Context: an optimization exercise on an open-source flow, tuned for small area. The choices shown serve that exercise and are no tape-out recipe.
RTL that was checked went through simulation tests only; none was proved equivalent to the original.
No functional check of the RTL was part of runs 1 to 4.

==> flow/design.v (outline; a module is shown in full before it is edited, if it fits) <==
// module fpm_pre: 22 lines
// module fpm_mul: 1201 lines
// module fpm_fa: 6 lines
// module fpm_ha: 6 lines
// module fpm_round: 28 lines
// module fp_mult: 37 lines
module fp_mult (clk, reset, a, b, res);
  // ...
==> flow/run.sh <==
#!/bin/bash
# synth_recipe.tcl (not shown) runs the flow's synth.tcl, then flattens the netlist and writes it again
# the make line also repeats each setting of config.mk as NAME=value (left out here)
make -C /OpenROAD-flow-scripts/flow DESIGN_CONFIG=/design/flow/config.mk WORK_HOME=/design/flow/orfs CLKGATE_MAP_FILE= SYNTH_SCRIPT=/design/flow/synth_recipe.tcl finish
==> flow/config.mk <==
export PLATFORM = sky130hd
export DESIGN_NAME = fp_mult
export DESIGN_NICKNAME = fp_mult
export VERILOG_FILES = /design/flow/design.v
export SDC_FILE = /design/flow/constraint.sdc
export NUM_CORES = 4
export LEC_CHECK = 0
export CAP_MARGIN = 20
export CORE_MARGIN = 2
export CORE_UTILIZATION = 40
export CTS_BUF_LIST = sky130_fd_sc_hd__clkbuf_4 sky130_fd_sc_hd__clkbuf_8
export SLEW_MARGIN = 20
export SYNTH_HIERARCHICAL = 1
export SYNTH_MINIMUM_KEEP_SIZE = 0
==> flow/constraint.sdc <==
create_clock -name core_clock -period 8.0 [get_ports {clk}]
set_input_delay 1.6000 -clock core_clock [delete_from_list [all_inputs] [get_ports {clk}]]
set_output_delay 1.6000 -clock core_clock [all_outputs]
set_load 0.01 [all_outputs]
==> impl_metrics.json, run 1 <==
{
  "drcViolationCount": 0,
  "vias_per_cell": 5.525,
  "status": "complete, no violations",
  "crit_cells": 22,
  "seq_cells": 156,
  "seq_share_pct": 15.65,
  "holdPathStages": 0,
  "setup-tns-final_ps": 0,
  "synth.cell_area_um2": 18140,
  "met3_usage_pct": 5.940,
  "slew_headroom_pct": 44.01,
  "achievable-frequency_mhz": 133.1,
  "n_all_inverters": 76,
  "fin_skew_ps": 25.80,
  "path_cells": "ha_1, nand2b_1, inv_2, buf_12, xnor2_1, o22ai_1, fa_1, fa_1, fa_1, fa_1, fa_1, fa_1, ha_1, a21oi_1, o21ai_0, a221o_1, a31o_1, a31o_2, a221o_1, a211o_1, fa_1, xor2_1",
  "fin_crit_sh_pct": 93.95,
  "ioPinCount": 98,
  "cts.sinks": 156,
  "use_met2_pct": 35.40,
  "critical_path.startpoint_type": "flip-flop",
  "dp_cells": 2304,
  "hold_ws_ps": 333.7,
  "synthTopCellsByCount": "299 x fa_1, 272 x xnor2_1, 264 x o22ai_1",
  "hpwl_mm": 42.55,
  "fp.coreArea_um2": 45090,
  "path_buf_inv": 2,
  "final_cell_mix": "299 x fa_1, 272 x xnor2_1, 264 x o22ai_1, 156 x dfxtp_1, 112 x ha_1"
}
==> inputs of run 2 (changes only) <==
--- a/flow/config.mk
+++ b/flow/config.mk
@@ -8,7 +8,6 @@
 export CAP_MARGIN = 20
 export CORE_MARGIN = 2
 export CORE_UTILIZATION = 40
-export CTS_BUF_LIST = sky130_fd_sc_hd__clkbuf_4 sky130_fd_sc_hd__clkbuf_8
 export SLEW_MARGIN = 20
 export SYNTH_HIERARCHICAL = 1
 export SYNTH_MINIMUM_KEEP_SIZE = 0
==> run 2 against run 1 <==
Final cell count unchanged; flip-flop and latch count unchanged; area after synthesis unchanged; design area is 0.96% higher.
==> impl_metrics.json, run 2 <==
{
  "status": "complete, no violations",
  "drt-pass1-iter-count": 5,
  "achievable-frequency_mhz": 133.4,
  "yosysWarnings": 7,
  "synth_top_area_share_pct": 33.00,
  "die_h_um": 216.9,
  "synthTopCellsByArea": "fa_1 33%, dfxtp_1 17%, xnor2_1 13%",
  "die_area_um2": 47070,
  "grt_pass1_wl_mm": 79.28,
  "postCtsSetupRepairBufs": 0,
  "cp-end-kind": "flip-flop",
  "antenna_cells": 0,
  "htreeDepth": 4,
  "vias": 12900,
  "ant_nets": 0,
  "reg.largest.list": "r3n x32, res x32, ph2 x25",
  "fin_skew_ps": 19.88,
  "setup_viol": 0,
  "portBuffers": 97,
  "syn_to_final_growth_pct": 11.11,
  "grt_max_degree": 33,
  "ioPinCount": 98,
  "wire_per_inst_um": 21.95,
  "ys.flop_type": "dfxtp_1",
  "grt_use_total_pct": 22.66,
  "wl_mm": 51.29,
  "hpwl_mm": 42.55,
  "fillers": 4313,
  "synthTopCellsByCount": "299 x fa_1, 272 x xnor2_1, 264 x o22ai_1",
  "vias_per_cell": 5.524,
  "period_minus_slack_ps": 7495,
  "synth.cell_area_um2": 18140,
  "slew_headroom_pct": 42.94,
  "hold_viol": 0,
  "synthCells": 1709,
  "antenna_found_initial": 1,
  "insertion_delay_ps": 480,
  "clk_pin_slew_ps": 70,
  "fp.coreArea_um2": 45090,
  "cts.sinks": 156,
  "dieWidth_um": 216.9,
  "maxCapViolCount": 0,
  "cts_buffer_depth": 2,
  "reg2reg_depth": 22,
  "grt-ovfl-total": 0,
  "drt_iter0_drc": 961,
  "initial_utilization_pct": 40.23,
  "worst_pin_slew_ps": 856.0,
  "synth_edf_count": 0,
  "critical_path_arrival_ps": 7860,
  "r2r-end": "ph2[22]",
  "first_global_vias": 13600,
  "syn_avg_cell_area_um2": 10.61,
  "cts_tree": "built",
  "place_congestion": 0.9828,
  "cp_max_fo": 26,
  "ctsResizeCount": 0,
  "critical_path_class": "reg -> reg",
  "ctsHoldBuffers": 0,
  "synth_cell_types": 50,
  "final_cell_mix": "299 x fa_1, 272 x xnor2_1, 264 x o22ai_1, 156 x dfxtp_1, 112 x ha_1",
  "cts_buffers": 17,
  "endpoint": "ph2[22]",
  "r2r_start": "mb1[7]",
  "layout_commonest_cell": "fa_1",
  "yosys.area.top_type": "fa_1",
  "rsz0062_at_grt": "no",
  "drcViolationCount": 0,
  "final_net_count": 2200,
  "setup-tns-final_ps": 0,
  "cts_root_buf": "clkbuf_16",
  "rrSetupSlack_ps": 500,
  "ys_seq_area_share_pct": 17.22,
  "synth_most_common_cell": "fa_1",
  "ys_ff_latch": 156,
  "async_reset_ff_share_pct": 0,
  "critPathLaunch": "mb1[7]",
  "cp.required_ps": 8360,
  "layout-drive-gt1-share_pct": 9.562,
  "rows": 78,
  "hold_ws_ps": 328.2,
  "slew_violations": 0,
  "fin_crit_sh_pct": 93.69,
  "hp-class": "reg -> reg",
  "critical_path.startpoint_type": "flip-flop"
}
==> run 2: how the worst min path moves through the flow <==
stage	depth (start not counted)	to	slack, ps	start
6_report	0	xe2[1]	330	xe1[1]
5_1_grt	0	xe2[7]	330	xe1[7]
4_1_cts	0	s2	330	s1
3_5_place_dp	0	s2	310	s1
3_3_place_gp	0	xe2[3]	310	xe1[3]
2_1_floorplan	0	s2	310	s1
==> run 2: kinds of logic (layout without fill, tap and decap cells) <==
| kind of cell | after synthesis | count (layout) | share of synthesized area, % |
|---|---|---|---|
| other cells | 2 | 13 | 0.04140 |
| simple gates | 158 | 158 | 5.153 |
| flops | 156 | 156 | 17.22 |
| mux | 46 | 46 | 2.697 |
| compound gates | 372 | 372 | 13.01 |
| buf+inv | 275 | 291 | 7.201 |
| fa+ha+maj | 411 | 411 | 40.73 |
| xor+xnor | 289 | 289 | 13.95 |
==> run 2: routing by layer <==
metal	track usage, %	part of all wire (%)	vias up
li1	-	-	5834
met1	29.43	41	6443
met5	0	0	-
met3	8.050	11	82
met2	34.93	45	544
met4	8.059	2.9	0
==> run 2: per-module statistics from Yosys, one instance, submodules excluded <==
module / cells inside / cell area [µm²] / times used / flops+latches
fpm_mul: 1038 / 7387 / 1 / 0
fp_mult: 224 / 3505 / 1 / 156
fpm_ha: 1 / 12.51 / 64 / 0
fpm_pre: 55 / 399.1 / 1 / 0
fpm_fa: 1 / 20.02 / 279 / 0
fpm_round: 49 / 461.7 / 1 / 0
==> run 2: cell type report <==
| cell class | count | area, µm² | share of cell area [%] |
|---|---|---|---|
| Multi-Input combinational cell | 1289 | 13780 | 68.38 |
| Inverter | 76 | 285.3 | 1.416 |
| Tap cell | 600 | 750.7 | 3.725 |
| Sequential cell | 156 | 3123 | 15.50 |
| Timing Repair Buffer | 183 | 1624 | 8.059 |
| Clock buffer | 18 | 439.2 | 2.179 |
| Clock inverter | 14 | 150.1 | 0.7450 |
==> run 2: critical path, stage by stage, from the launching register on <==
cell,delay [ps]
dfxtp_1,490
ha_1,190
nand2b_1,450
inv_2,90
buf_12,200
xnor2_1,210
o22ai_1,150
fa_1,530
fa_1,490
fa_1,480
fa_1,440
fa_1,430
fa_1,470
ha_1,370
a21oi_2,200
o21ai_1,80
a221o_1,340
a31o_1,250
a31o_2,300
a221o_1,390
a211o_1,280
fa_1,370
xor2_1,160
==> run 2: metrics by stage <==
stage | setup WS, ps | instances | instance area (µm²) | utilization (%)
floorplan | 716.3 | 1720 | 18180 | -
global placement | 512.5 | 2304 | 19570 | 43.40
detailed placement | 493.7 | 2304 | 19570 | 43.40
CTS | 466.4 | 2336 | 20160 | 44.71
global route | 108.2 | 2336 | 20150 | 44.70
finish | 505.0 | 2336 | 20150 | 44.70
==> module fp_mult, before the edit <==
module fp_mult (clk, reset, a, b, res);
  input clk;
  input reset;
  input [31:0] a;
  input [31:0] b;
  output reg [31:0] res;
  wire [7:0] xe0;
  wire [23:0] ma0, mb0;
  fpm_pre pre (.a(a), .b(b), .xe(xe0), .ma(ma0), .mb(mb0));
  reg s1;
  reg [7:0] xe1;
  reg [23:0] ma1, mb1;
  always @(posedge clk) begin
    s1 <= a[31] ^ b[31];
    xe1 <= xe0;
    ma1 <= ma0;
    mb1 <= mb0;
  end
  wire [24:0] ph1;
  wire g1;
  fpm_mul mul (.ma(ma1), .mb(mb1), .ph(ph1), .g(g1));
  reg s2;
  reg [7:0] xe2;
  reg [24:0] ph2;
  reg g2;
  always @(posedge clk) begin
    s2 <= s1;
    xe2 <= xe1;
    ph2 <= ph1;
    g2 <= g1;
  end
  wire [30:0] r2;
  fpm_round rnd (.xe(xe2), .ph(ph2), .g(g2), .r(r2));
  reg [31:0] r3n;
  always @(posedge clk) r3n <= ~{s2, r2};
  always @(posedge clk) res <= ~(r3n | {32{~reset}});
endmodule
==> inputs of run 3 (changes only) <==
--- a/flow/design.v
+++ b/flow/design.v
@@ -1294,7 +1294,7 @@
   end
   wire [30:0] r2;
   fpm_round rnd (.xe(xe2), .ph(ph2), .g(g2), .r(r2));
-  reg [31:0] r3n;
-  always @(posedge clk) r3n <= ~{s2, r2};
-  always @(posedge clk) res <= ~(r3n | {32{~reset}});
+  reg [31:0] r3;
+  always @(posedge clk) r3 <= {s2, r2};
+  always @(posedge clk) res <= reset ? r3 : 32'd0;
 endmodule
==> flow/config.mk (replaced) <==
export PLATFORM = sky130hd
export DESIGN_NAME = fp_mult
export DESIGN_NICKNAME = fp_mult
export VERILOG_FILES = /design/flow/design.v
export SDC_FILE = /design/flow/constraint.sdc
export NUM_CORES = 4
export LEC_CHECK = 0
export CAP_MARGIN = 0
export CORE_MARGIN = 2
export CORE_UTILIZATION = 60
export CTS_BUF_LIST = sky130_fd_sc_hd__clkbuf_8
export SLEW_MARGIN = 0
export SYNTH_HIERARCHICAL = 1
export SYNTH_MINIMUM_KEEP_SIZE = 0
==> run 3 against run 2 <==
Maximum frequency is essentially flat; design area down 2.8%; via count shrank 0.98%; final cell count is 11% lower; critical path type unchanged; largest cell class unchanged.
==> impl_metrics.json, run 3 <==
{
  "achievable-frequency_mhz": 133.3,
  "clk_pin_slew_ps": 80,
  "critical_path.startpoint_type": "flip-flop",
  "reg2reg_depth": 21,
  "setup_viol": 0,
  "rsz0062_at_grt": "no",
  "drt-pass1-iter-count": 5,
  "grt_use_total_pct": 32.38,
  "ctsResizeCount": 0,
  "synth_top_area_share_pct": 33.22,
  "crit_top_cell": "fa_1",
  "grt_pass1_wl_mm": 75.31,
  "synth.cell_area_um2": 18020,
  "syn_avg_cell_area_um2": 10.75,
  "cts_root_buf": "clkbuf_8",
  "status": "complete, no violations",
  "ys_ff_latch": 156,
  "hold_viol": 0,
  "yosys.area.top_type": "fa_1",
  "hp-class": "reg -> reg",
  "cp.required_ps": 8370,
  "layout-drive-gt1-share_pct": 11.14,
  "synthTopCellsByArea": "fa_1 33%, dfxtp_1 17%, xnor2_1 13%",
  "rows": 63,
  "fin_crit_sh_pct": 93.78,
  "antenna_cells": 0,
  "syn_to_final_growth_pct": 8.714,
  "insertion_delay_ps": 490,
  "cts_tree": "built",
  "first_global_vias": 13080,
  "final_cell_mix": "299 x fa_1, 274 x xnor2_1, 264 x o22ai_1, 156 x dfxtp_1, 112 x ha_1",
  "portBuffers": 97,
  "critPathSlowestCell": "fa_1",
  "multiInputGateArea_um2": 13790,
  "wire_per_inst_um": 23.46,
  "r2r-end": "ph2[22]",
  "layout_commonest_cell": "fa_1",
  "synth_edf_count": 0,
  "critical_path_class": "reg -> reg",
  "cp_slowest_stage_delay_ps": 540,
  "path_buf_inv": 1,
  "yosysWarnings": 7,
  "synthTopCellsByCount": "299 x fa_1, 274 x xnor2_1, 264 x o22ai_1",
  "ioPinCount": 98,
  "fin_util_pct": 66.10,
  "synthCells": 1677,
  "dieWidth_um": 177.3,
  "grt_max_degree": 33,
  "endpoint": "ph2[22]",
  "ys_seq_area_share_pct": 17.33,
  "cts.sinks": 156,
  "cp_max_fo": 19,
  "vias": 12780,
  "synth_most_common_cell": "fa_1",
  "drcViolationCount": 0,
  "synth_cell_types": 50,
  "ctsHoldBuffers": 0,
  "ys.flop_type": "dfxtp_1",
  "postCtsSetupRepairBufs": 0,
  "place_congestion": 1.074,
  "crit_cells": 21,
  "finalWorstSetupSlack_ps": 498.0,
  "cts_buffer_depth": 2,
  "dp_slack_ps": 530.0,
  "vias_per_cell": 6.122,
  "htreeDepth": 4,
  "seqCellArea_um2": 3123,
  "wl_mm": 48.97,
  "critical_path_arrival_ps": 7880,
  "critPathLaunch": "mb1[13]",
  "initial_utilization_pct": 60.80,
  "reg.largest.list": "r3 x32, res x32, ph2 x25",
  "cp_top_family": "adder cells",
  "maxCapViolCount": 0,
  "cts_buffers": 17,
  "drt_iter0_drc": 1185,
  "rrSetupSlack_ps": 500,
  "fin_skew_ps": 19.67,
  "slew_headroom_pct": 44.79,
  "grt-ovfl-total": 0,
  "async_reset_ff_share_pct": 0,
  "period_minus_slack_ps": 7502,
  "path_cells": "ha_1, nand2b_1, inv_2, xnor2_1, o22ai_1, fa_1, fa_1, fa_1, fa_1, fa_1, ha_1, ha_1, a21oi_1, o21ai_0, a221o_1, a31o_1, a31o_2, a221o_1, a211o_1, fa_1, xor2_1",
  "setup-tns-final_ps": 0,
  "slew_violations": 0,
  "r2r_start": "mb1[13]",
  "hpwl_mm": 40.28,
  "final_net_count": 2161,
  "die_h_um": 177.3,
  "fp.coreArea_um2": 29640,
  "cp-end-kind": "flip-flop",
  "antenna_found_initial": 1,
  "worst_pin_slew_ps": 827.0,
  "fillers": 2434,
  "die_area_um2": 31440,
  "ant_nets": 0
}
==> run 3: cell types whose count changed after synthesis, moves of 3 or more <==
cell | before | now
and2_2 | 0 | 32
buf_2 | 3 | 0
inv_1 | 65 | 33
and2b_1 | 30 | 0
clkbuf_2 | 0 | 3
==> run 3: final cells by class <==
cell class	instances	area share (%)
clock buffers	18	1.265
flip-flops and latches	156	15.94
multi-input cells	1289	70.37
well taps	390	2.491
repair buffers	176	7.983
clock inverters	14	1.105
inverters	44	0.8430
==> run 3: through the flow <==
step	instances	instance area, µm²	hold WS, ps
final	2087	19590	325.6
after global routing	2087	19590	328.4
after CTS	2087	19590	327.4
after detailed placement	2055	19130	313.2
after global placement	2055	19130	309.6
after floorplan	1688	18060	309.6
==> run 3: cell families after synthesis <==
group	after synthesis	synth area share (%)
muxes	46	2.715
adders and majority gates	411	40.99
AOI/OAI and AO/OA	372	13.09
buffers and inverters	243	6.582
other	2	0.04167
xor gates and xnor gates	289	14.05
DFF	156	17.33
and+or+nand+nor	158	5.200
==> run 3: worst min-delay path by stage <==
stage | from | cells past startpoint | to | slack [ps]
detailed placement | xe1[4] | 0 | xe2[4] | 310
finish | s1 | 0 | s2 | 330
global route | xe1[2] | 0 | xe2[2] | 330
global placement | s2 | 0 | r3[31] | 310
CTS | s1 | 0 | s2 | 330
floorplan | s2 | 0 | r3[31] | 310
==> run 3: modules after synthesis (local to each module, per instance) <==
module     flip-flops and latches  cells
fp_mult                       156    192
fpm_fa                          0      1
fpm_ha                          0      1
fpm_mul                         0   1038
fpm_pre                         0     55
fpm_round                       0     49
==> run 3: routing by layer <==
layer	vias up	wire (µm)	global-route usage, %
li1	5756	-	-
met1	6288	21300	46.59
met2	637	21730	49.03
met3	95	4690	7.541
met4	0	1247	9.460
met5	-	0	0
==> inputs of run 4 (changes only) <==
==> flow/flow/run.sh (new file) <==
#!/bin/bash
# Layout flow: the standard ORFS flow (standard synthesis unchanged),
# with the port buffers that global placement inserts made plain buf_1
# cells instead of the tool's default choice. Every input and output port
# still gets its own buffer.
set -euo pipefail
export BUFFER_PORTS_ARGS="-buffer_cell sky130_fd_sc_hd__buf_1"
bash standard.sh > standard_flow.log 2>&1
==> flow/standard.sh (new file) <==
#!/bin/bash
# synth_recipe.tcl (not shown) runs the flow's synth.tcl, then flattens the netlist and writes it again
# the make line also repeats each setting of config.mk as NAME=value (left out here)
make -C /OpenROAD-flow-scripts/flow DESIGN_CONFIG=/design/flow/config.mk WORK_HOME=/design/flow/orfs CLKGATE_MAP_FILE= SYNTH_SCRIPT=/design/flow/synth_recipe.tcl "${@:-finish}"
removed: flow/run.sh
==> run 4 against run 3 <==
Setup slack worse by 170 ps; hold slack improved by 7.4 ps; via count is 0.80% higher; maximum frequency decreased by 2.2%; area after synthesis stayed put; utilization down 2.2 points.
==> impl_metrics.json, run 4 <==
{
  "path_cells": "ha_1, nand2b_1, inv_2, xnor2_1, o22ai_1, fa_1, fa_1, fa_1, fa_1, fa_1, fa_1, fa_1, ha_1, fa_1, a211oi_2, o211ai_1, a41o_1, a31o_1, a31o_2, a221o_1, a211o_1, fa_1, xor2_1",
  "synth_edf_count": 0,
  "hold_viol": 0,
  "dieWidth_um": 177.3,
  "rrSetupSlack_ps": 330,
  "synthTopCellsByArea": "fa_1 33%, dfxtp_1 17%, xnor2_1 13%",
  "critical_path.startpoint_type": "flip-flop",
  "cts.sinks": 156,
  "fin_crit_sh_pct": 95.84,
  "syn_to_final_growth_pct": 5.110,
  "ys_ff_latch": 156,
  "postCtsSetupRepairBufs": 0,
  "drt_iter0_drc": 1270,
  "status": "complete, no violations",
  "antenna_found_initial": 0,
  "achievable-frequency_mhz": 130.4,
  "fin_skew_ps": 15.05,
  "wl_mm": 50.84,
  "vias": 12880,
  "yosys.area.top_type": "fa_1",
  "fin_util_pct": 63.91,
  "drt-pass1-iter-count": 5,
  "grt_use_total_pct": 33.58,
  "synth_most_common_cell": "fa_1",
  "async_reset_ff_share_pct": 0,
  "final_cell_mix": "299 x fa_1, 274 x xnor2_1, 264 x o22ai_1, 156 x dfxtp_1, 112 x ha_1",
  "dp_slack_ps": 455.0,
  "rsz0062_at_grt": "no",
  "cp_max_fo": 13,
  "layout_commonest_cell": "fa_1",
  "critical_path_arrival_ps": 8050,
  "slew_violations": 0,
  "crit_top_cell": "fa_1",
  "ys_seq_area_share_pct": 17.33,
  "grt_pass1_wl_mm": 77.67,
  "die_h_um": 177.3,
  "vias_per_cell": 6.165,
  "ys.flop_type": "dfxtp_1",
  "htreeDepth": 4,
  "layout-drive-gt1-share_pct": 11.36,
  "cp_top_family": "adder cells",
  "cp_slowest_stage_delay_ps": 520,
  "path_buf_inv": 1,
  "setup-tns-final_ps": 0,
  "cts_buffers": 17,
  "first_global_vias": 13040,
  "finalWorstSetupSlack_ps": 332.6,
  "period_minus_slack_ps": 7667,
  "die_area_um2": 31440,
  "hpwl_mm": 41.72,
  "hp-class": "reg -> reg",
  "place_congestion": 1.023,
  "cts_buffer_depth": 2,
  "ctsHoldBuffers": 0,
  "synthCells": 1677,
  "critPathSlowestCell": "fa_1",
  "drcViolationCount": 0,
  "insertion_delay_ps": 480,
  "ctsResizeCount": 0,
  "syn_avg_cell_area_um2": 10.75,
  "synth.cell_area_um2": 18020,
  "ant_nets": 0,
  "grt-ovfl-total": 0,
  "final_net_count": 2163,
  "clk_pin_slew_ps": 90,
  "initial_utilization_pct": 60.80,
  "synth_cell_types": 50,
  "worst_pin_slew_ps": 1018,
  "ioPinCount": 98,
  "synthTopCellsByCount": "299 x fa_1, 274 x xnor2_1, 264 x o22ai_1",
  "setup_viol": 0,
  "fp.coreArea_um2": 29640,
  "reg.largest.list": "r3 x32, res x32, ph2 x25",
  "maxCapViolCount": 0,
  "cts_tree": "built",
  "grt_max_degree": 33,
  "portBuffers": 97,
  "cp-end-kind": "flip-flop",
  "yosysWarnings": 7,
  "synth_top_area_share_pct": 33.22,
  "wire_per_inst_um": 24.34,
  "cts_root_buf": "clkbuf_8",
  "slew_headroom_pct": 32.17,
  "cp.required_ps": 8380,
  "antenna_cells": 0,
  "rows": 63,
  "critical_path_class": "reg -> reg"
}
run 4: cell types whose count changed in the layout (fill, tap and decap cells not counted), moves of 2 or more:
cell	previous run	this run
buf_1	0	97
bufinv_16	5	1
a21oi_2	10	12
clkdlybuf4s50_1	97	0
clkinv_4	1	4
a21oi_1	20	18
run 4: final timing paths:
kind	cells past startpoint	start	end
setup / recovery	23	mb1[1]	ph2[22]
setup reg to reg	23	mb1[1]	ph2[22]
hold reg to reg	0	xe1[5]	xe2[5]
hold / removal	0	xe1[5]	xe2[5]
run 4: routing by layer:
layer / share of wire [%] / GRT usage (%) / routed length, µm / up-vias
li1: - / - / - / 5762
met1: 42 / 47.40 / 21570 / 6326
met2: 44 / 50.63 / 22330 / 680
met3: 11 / 9.233 / 5486 / 110
met4: 2.9 / 10.18 / 1461 / 0
met5: 0 / 0 / 0 / -
run 4: cell type report:
class,count,area (µm²)
well taps,390,488.0
fillers,2475,10700
inverters,44,165.2
repair buffers,178,984.7
flip-flops and latches,156,3123
clock inverters,14,138.9
multi-input cells,1289,13790
clock buffers,18,247.7
run 4: metrics by stage:
stage / std cells / hold slack [ps] / area [µm²]
after floorplan: 1688 / 309.6 / 18060
after global routing: 2089 / 339.4 / 18940
final: 2089 / 332.9 / 18940
after detailed placement: 2057 / 312.1 / 18560
after CTS: 2089 / 333.1 / 18940
after global placement: 2057 / 310.4 / 18560
run 4: modules after synthesis, one instance, submodules excluded:
| module | copies in the design | cell area, µm² |
|---|---|---|
| fpm_round | 1 | 461.7 |
| fpm_fa | 279 | 20.02 |
| fp_mult | 1 | 3387 |
| fpm_ha | 64 | 12.51 |
| fpm_pre | 1 | 399.1 |
| fpm_mul | 1 | 7387 |
run 4: cell families (layout without fill, tap and decap cells):
logic type               after synthesis  after routing  synth area share [%]
AO/OA/AOI/OAI                        372            372                 13.09
flip-flops                           156            156                 17.33
XOR/XNOR                             289            289                 14.05
other                                  2             13               0.04167
adder cells (fa/ha/maj)              411            411                 40.99
buffers and inverters                243            254                 6.582
multiplexers                          46             46                 2.715
AND/OR/NAND/NOR                      158            158                 5.200
==> module fpm_pre, before the edit <==
module fpm_pre (a, b, xe, ma, mb);
  input [31:0] a;
  input [31:0] b;
  output [7:0] xe;
  output [23:0] ma;
  output [23:0] mb;
  wire [7:0] ea = a[30:23];
  wire [7:0] eb = b[30:23];
  wire [7:0] c;
  wire [7:0] s;
  fpm_fa e0 (.a(ea[0]), .b(eb[0]), .c(1'b1), .s(s[0]), .co(c[1]));
  genvar i;
  generate
    for (i = 1; i < 7; i = i + 1) begin : g_e
      fpm_fa ei (.a(ea[i]), .b(eb[i]), .c(c[i]), .s(s[i]), .co(c[i + 1]));
    end
  endgenerate
  assign s[7] = ~(ea[7] ^ eb[7] ^ c[7]);
  assign xe = s;
  assign ma = {|ea, a[22:0]};
  assign mb = {|eb, b[22:0]};
endmodule
==> module fpm_round, before the edit <==
module fpm_round (xe, ph, g, r);
  input [7:0] xe;
  input [24:0] ph;
  input g;
  output [30:0] r;
  wire t = ph[24];
  wire [22:0] n = t ? ph[23:1] : ph[22:0];
  wire [23:0] c;
  wire [22:0] rr;
  assign c[0] = g;
  genvar i;
  generate
    for (i = 0; i < 23; i = i + 1) begin : g_r
      fpm_ha ri (.a(n[i]), .b(c[i]), .s(rr[i]), .co(c[i + 1]));
    end
  endgenerate
  wire ovf = c[23];
  wire [7:0] e;
  wire [8:0] ec;
  fpm_fa e0 (.a(xe[0]), .b(t), .c(ovf), .s(e[0]), .co(ec[1]));
  generate
    for (i = 1; i < 7; i = i + 1) begin : g_e
      fpm_ha ei (.a(xe[i]), .b(ec[i]), .s(e[i]), .co(ec[i + 1]));
    end
  endgenerate
  assign e[7] = xe[7] ^ ec[7];
  assign r = {e, rr[22] | ovf, rr[21:0]};
endmodule
==> inputs of run 5 (changes only) <==
--- a/flow/design.v
+++ b/flow/design.v
@@ -4,21 +4,9 @@
   output [7:0] xe;
   output [23:0] ma;
   output [23:0] mb;
-  wire [7:0] ea = a[30:23];
-  wire [7:0] eb = b[30:23];
-  wire [7:0] c;
-  wire [7:0] s;
-  fpm_fa e0 (.a(ea[0]), .b(eb[0]), .c(1'b1), .s(s[0]), .co(c[1]));
-  genvar i;
-  generate
-    for (i = 1; i < 7; i = i + 1) begin : g_e
-      fpm_fa ei (.a(ea[i]), .b(eb[i]), .c(c[i]), .s(s[i]), .co(c[i + 1]));
-    end
-  endgenerate
-  assign s[7] = ~(ea[7] ^ eb[7] ^ c[7]);
-  assign xe = s;
-  assign ma = {|ea, a[22:0]};
-  assign mb = {|eb, b[22:0]};
+  assign xe = a[30:23] + b[30:23] + 8'd129;
+  assign ma = {|a[30:23], a[22:0]};
+  assign mb = {|b[30:23], b[22:0]};
 endmodule
 module fpm_mul (ma, mb, ph, g);
   input [23:0] ma;
@@ -1240,26 +1228,9 @@
   output [30:0] r;
   wire t = ph[24];
   wire [22:0] n = t ? ph[23:1] : ph[22:0];
-  wire [23:0] c;
-  wire [22:0] rr;
-  assign c[0] = g;
-  genvar i;
-  generate
-    for (i = 0; i < 23; i = i + 1) begin : g_r
-      fpm_ha ri (.a(n[i]), .b(c[i]), .s(rr[i]), .co(c[i + 1]));
-    end
-  endgenerate
-  wire ovf = c[23];
-  wire [7:0] e;
-  wire [8:0] ec;
-  fpm_fa e0 (.a(xe[0]), .b(t), .c(ovf), .s(e[0]), .co(ec[1]));
-  generate
-    for (i = 1; i < 7; i = i + 1) begin : g_e
-      fpm_ha ei (.a(xe[i]), .b(ec[i]), .s(e[i]), .co(ec[i + 1]));
-    end
-  endgenerate
-  assign e[7] = xe[7] ^ ec[7];
-  assign r = {e, rr[22] | ovf, rr[21:0]};
+  wire [23:0] rr = {1'b0, n} + g;
+  wire [7:0] e = xe + t + rr[23];
+  assign r = {e, rr[23] ? rr[23:1] : rr[22:0]};
 endmodule
 module fp_mult (clk, reset, a, b, res);
   input clk;
==> flow/run.sh (new file) <==
#!/bin/bash
# synth_recipe.tcl (not shown) runs the flow's synth.tcl, then flattens the netlist and writes it again
# the make line also repeats each setting of config.mk as NAME=value (left out here)
make -C /OpenROAD-flow-scripts/flow DESIGN_CONFIG=/design/flow/config.mk WORK_HOME=/design/flow/orfs CLKGATE_MAP_FILE= SYNTH_SCRIPT=/design/flow/synth_recipe.tcl finish
==> flow/config.mk (replaced) <==
export PLATFORM = sky130hd
export DESIGN_NAME = fp_mult
export DESIGN_NICKNAME = fp_mult
export VERILOG_FILES = /design/flow/design.v
export SDC_FILE = /design/flow/constraint.sdc
export NUM_CORES = 4
export LEC_CHECK = 0
export CAP_MARGIN = 20
export CORE_MARGIN = 2
export CORE_UTILIZATION = 40
export SLEW_MARGIN = 20
export SYNTH_HIERARCHICAL = 1
export SYNTH_MINIMUM_KEEP_SIZE = 0
removed: flow/flow/run.sh
removed: flow/standard.sh
==> run 5 against run 4 <==
Still clean; via count up 8.5%; register-to-register slack improved by 200 ps; die area grew 54%; clock-buffer cell count fell by 1; global-route usage is 11 points lower; hold slack lost 4.9 ps; first-iteration DRC count shrank 0.94%; non-clock buffer count is 13 lower; critical path depth fell by 2; flip-flop and latch count unchanged; largest cell class unchanged.
==> impl_metrics.json, run 5 <==
{
  "cp-end-kind": "flip-flop",
  "grt_max_degree": 43,
  "achievable-frequency_mhz": 133.9,
  "critical_path_class": "reg -> reg",
  "insertion_delay_ps": 470,
  "vias_per_cell": 5.692,
  "slew_violations": 0,
  "syn_avg_cell_area_um2": 10.24,
  "synth_most_common_cell": "fa_1",
  "critPathSlowestCell": "inv_2",
  "die_h_um": 220.3,
  "synthTopCellsByArea": "fa_1 31%, dfxtp_1 17%, xnor2_1 13%",
  "fp.coreArea_um2": 46360,
  "ctsResizeCount": 0,
  "critical_path_arrival_ps": 7810,
  "ys_seq_area_share_pct": 16.68,
  "cp_max_fo": 26,
  "hp-class": "reg -> reg",
  "synthTopCellsByCount": "292 x fa_1, 286 x xnor2_1, 264 x o22ai_1",
  "antenna_found_initial": 0,
  "hold_viol": 0,
  "synth_top_area_share_pct": 31.22,
  "fin_skew_ps": 19.45,
  "period_minus_slack_ps": 7471,
  "synth.cell_area_um2": 18720,
  "synth_edf_count": 0,
  "clk_pin_slew_ps": 70,
  "synth_compound_area_share_pct": 14.56,
  "place_congestion": 0.9693,
  "htreeDepth": 4,
  "synthSimpleGateAreaFrac_pct": 7.806,
  "synth_cell_types": 67,
  "ctsHoldBuffers": 0,
  "reg2reg_depth": 21,
  "setup-tns-final_ps": 0,
  "async_reset_ff_share_pct": 0,
  "drt_iter0_drc": 1258,
  "cts_tree": "built",
  "fin_crit_sh_pct": 93.39,
  "antenna_cells": 0,
  "synth_xor_xnor_area_share_pct": 14.74,
  "min_to": "xe2[2]",
  "rows": 79,
  "cts_root_buf": "clkbuf_16",
  "cp_slowest_stage_delay_ps": 600,
  "r2r-end": "ph2[22]",
  "cp.required_ps": 8340,
  "worst_pin_slew_ps": 1070,
  "slew_headroom_pct": 28.58,
  "reg.largest.list": "r3 x32, res x32, ph2 x25",
  "rrSetupSlack_ps": 530,
  "dieWidth_um": 220.3,
  "path_cells": "ha_1, nand2b_1, inv_2, xnor2_1, o22ai_1, fa_1, fa_1, fa_1, fa_1, fa_1, fa_1, ha_1, a21oi_2, o21ai_1, a221o_1, a31o_1, a31o_2, a221o_1, a211o_1, fa_1, xor2_1",
  "cts_buffers": 17,
  "synthCells": 1829,
  "grt-ovfl-total": 0,
  "synth_top_family_by_area": "adder cells",
  "ys_ff_latch": 156,
  "grt_pass1_wl_mm": 81.94,
  "layout-drive-gt1-share_pct": 9.475,
  "critical_path.startpoint_type": "flip-flop",
  "ys.flop_type": "dfxtp_1",
  "synthAdderAreaFrac_pct": 37.91,
  "status": "complete, no violations",
  "min_from": "xe1[2]",
  "vias": 13970,
  "drcViolationCount": 0,
  "drt-pass1-iter-count": 7,
  "wire_per_inst_um": 21.63,
  "yosys.area.top_type": "fa_1",
  "r2r_start": "mb1[15]",
  "portBuffers": 97,
  "die_area_um2": 48550,
  "wl_mm": 53.08,
  "crit_top_cell": "fa_1",
  "layout_commonest_cell": "fa_1",
  "maxCapViolCount": 0,
  "hpwl_mm": 43.98,
  "initial_utilization_pct": 40.38,
  "final_net_count": 2292,
  "yosysWarnings": 7,
  "ant_nets": 0,
  "syn_to_final_growth_pct": 10.63,
  "cts.sinks": 156,
  "setup_viol": 0,
  "holdPathStages": 0,
  "grt_use_total_pct": 22.47,
  "cts_buffer_depth": 2,
  "final_cell_mix": "292 x fa_1, 286 x xnor2_1, 264 x o22ai_1, 156 x dfxtp_1, 100 x ha_1",
  "muxShareOfSynthArea_pct": 2.152,
  "postCtsSetupRepairBufs": 0,
  "rsz0062_at_grt": "no",
  "ioPinCount": 98,
  "first_global_vias": 14110
}
==> run 5: logic make-up (layout without fill, tap and decap cells) <==
group	count (synthesis)	after routing
compound gates	423	423
xor+xnor	315	315
fa+ha+maj	392	392
buf+inv	247	254
flops	156	156
mux	39	39
other cells	1	12
simple gates	256	256
==> run 5: critical path: cells and delay by family (launching register included) <==
| kind | cells | cell delay [ps] |
|---|---|---|
| AO/OA/AOI/OAI | 8 | 1970 |
| XOR/XNOR | 2 | 380 |
| adder cells (fa/ha/maj) | 9 | 3690 |
| buffers and inverters | 1 | 600 |
| flip-flops | 1 | 370 |
| AND/OR/NAND/NOR | 1 | 310 |
==> run 5: stage by stage <==
| step | utilization (%) | hold WS, ps | setup WS (ps) | cell area [µm²] | cells |
|---|---|---|---|---|---|
| floorplan | - | 309.6 | 716.3 | 18760 | 1840 |
| global placement | 43.36 | 313.7 | 625.1 | 20100 | 2422 |
| detailed placement | 43.36 | 315.0 | 522.3 | 20100 | 2422 |
| CTS | 44.68 | 329.8 | 498.9 | 20710 | 2454 |
| global route | 44.68 | 331.0 | 206.1 | 20710 | 2454 |
| finish | 44.68 | 328.0 | 529.2 | 20710 | 2454 |
==> run 5: routing by layer <==
metal | GRT usage (%) | wire length [µm] | up-vias
li1 | - | - | 6330
met1 | 31.53 | 23570 | 6888
met2 | 34.17 | 23200 | 645
met3 | 4.646 | 4434 | 106
met4 | 8.367 | 1882 | 0
met5 | 0 | 0 | -
==> run 5: layout make-up <==
cell class	instances	area (µm²)
Timing Repair Buffer	165	1481
Fill cell	4421	25650
Inverter	57	214.0
Multi-Input combinational cell	1437	14520
Clock inverter	15	187.7
Sequential cell	156	3123
Tap cell	607	759.5
Clock buffer	17	425.4
==> run 5: modules after synthesis (local to each module, per instance) <==
module,cell area [µm²],cells inside,flip-flops and latches,times used
fpm_round,1341,195,0,1
fpm_fa,20.02,1,0,271
fpm_pre,744.5,96,0,1
fpm_mul,7386,1040,0,1
fp_mult,3387,192,156,1
fpm_ha,12.51,1,0,35
==> run 5: worst max path at each step <==
| stage | from | end | cells after the start | slack (ps) |
|---|---|---|---|---|
| global placement | mb1[1] | ph2[22] | 23 | 630 |
| floorplan | mb1[1] | ph2[22] | 24 | 720 |
| finish | mb1[15] | ph2[22] | 21 | 530 |
| global route | mb1[15] | ph2[22] | 21 | 210 |
| CTS | mb1[2] | ph2[22] | 23 | 500 |
| detailed placement | mb1[15] | ph2[22] | 21 | 520 |

separate check: timing with driven ports:
How much do the figures lean on ideal ports? The routed layouts below were timed once more, with nothing changed but the port constraints.
Step 1, drivers: a clkbuf_16 drives clk and a buf_2 each remaining input, both assumed.
Step 2 moves the port delays by t, midway between the first and last clock arrival at a register: inputs arrive t later, outputs are due t later. That takes back most of the time a late clock gives input paths.
Three values: no drivers, after step 1, after step 2; two values: the first two.
run | shift t [ns] | setup WS [ns] | slew at the worst register clock pin (ns)
run 1 | 0.582 | 0.484 / 0.484 / 0.484 | 0.12 / 0.12
run 2 | 0.521 | 0.505 / 0.505 / 0.505 | 0.08 / 0.08
run 3 | 0.531 | 0.498 / 0.498 / 0.498 | 0.09 / 0.09
run 4 | 0.528 | 0.333 / 0.333 / 0.333 | 0.09 / 0.09
run 5 | 0.506 | 0.529 / 0.529 / 0.529 | 0.08 / 0.08
After both steps setup and hold are still met in every run listed.
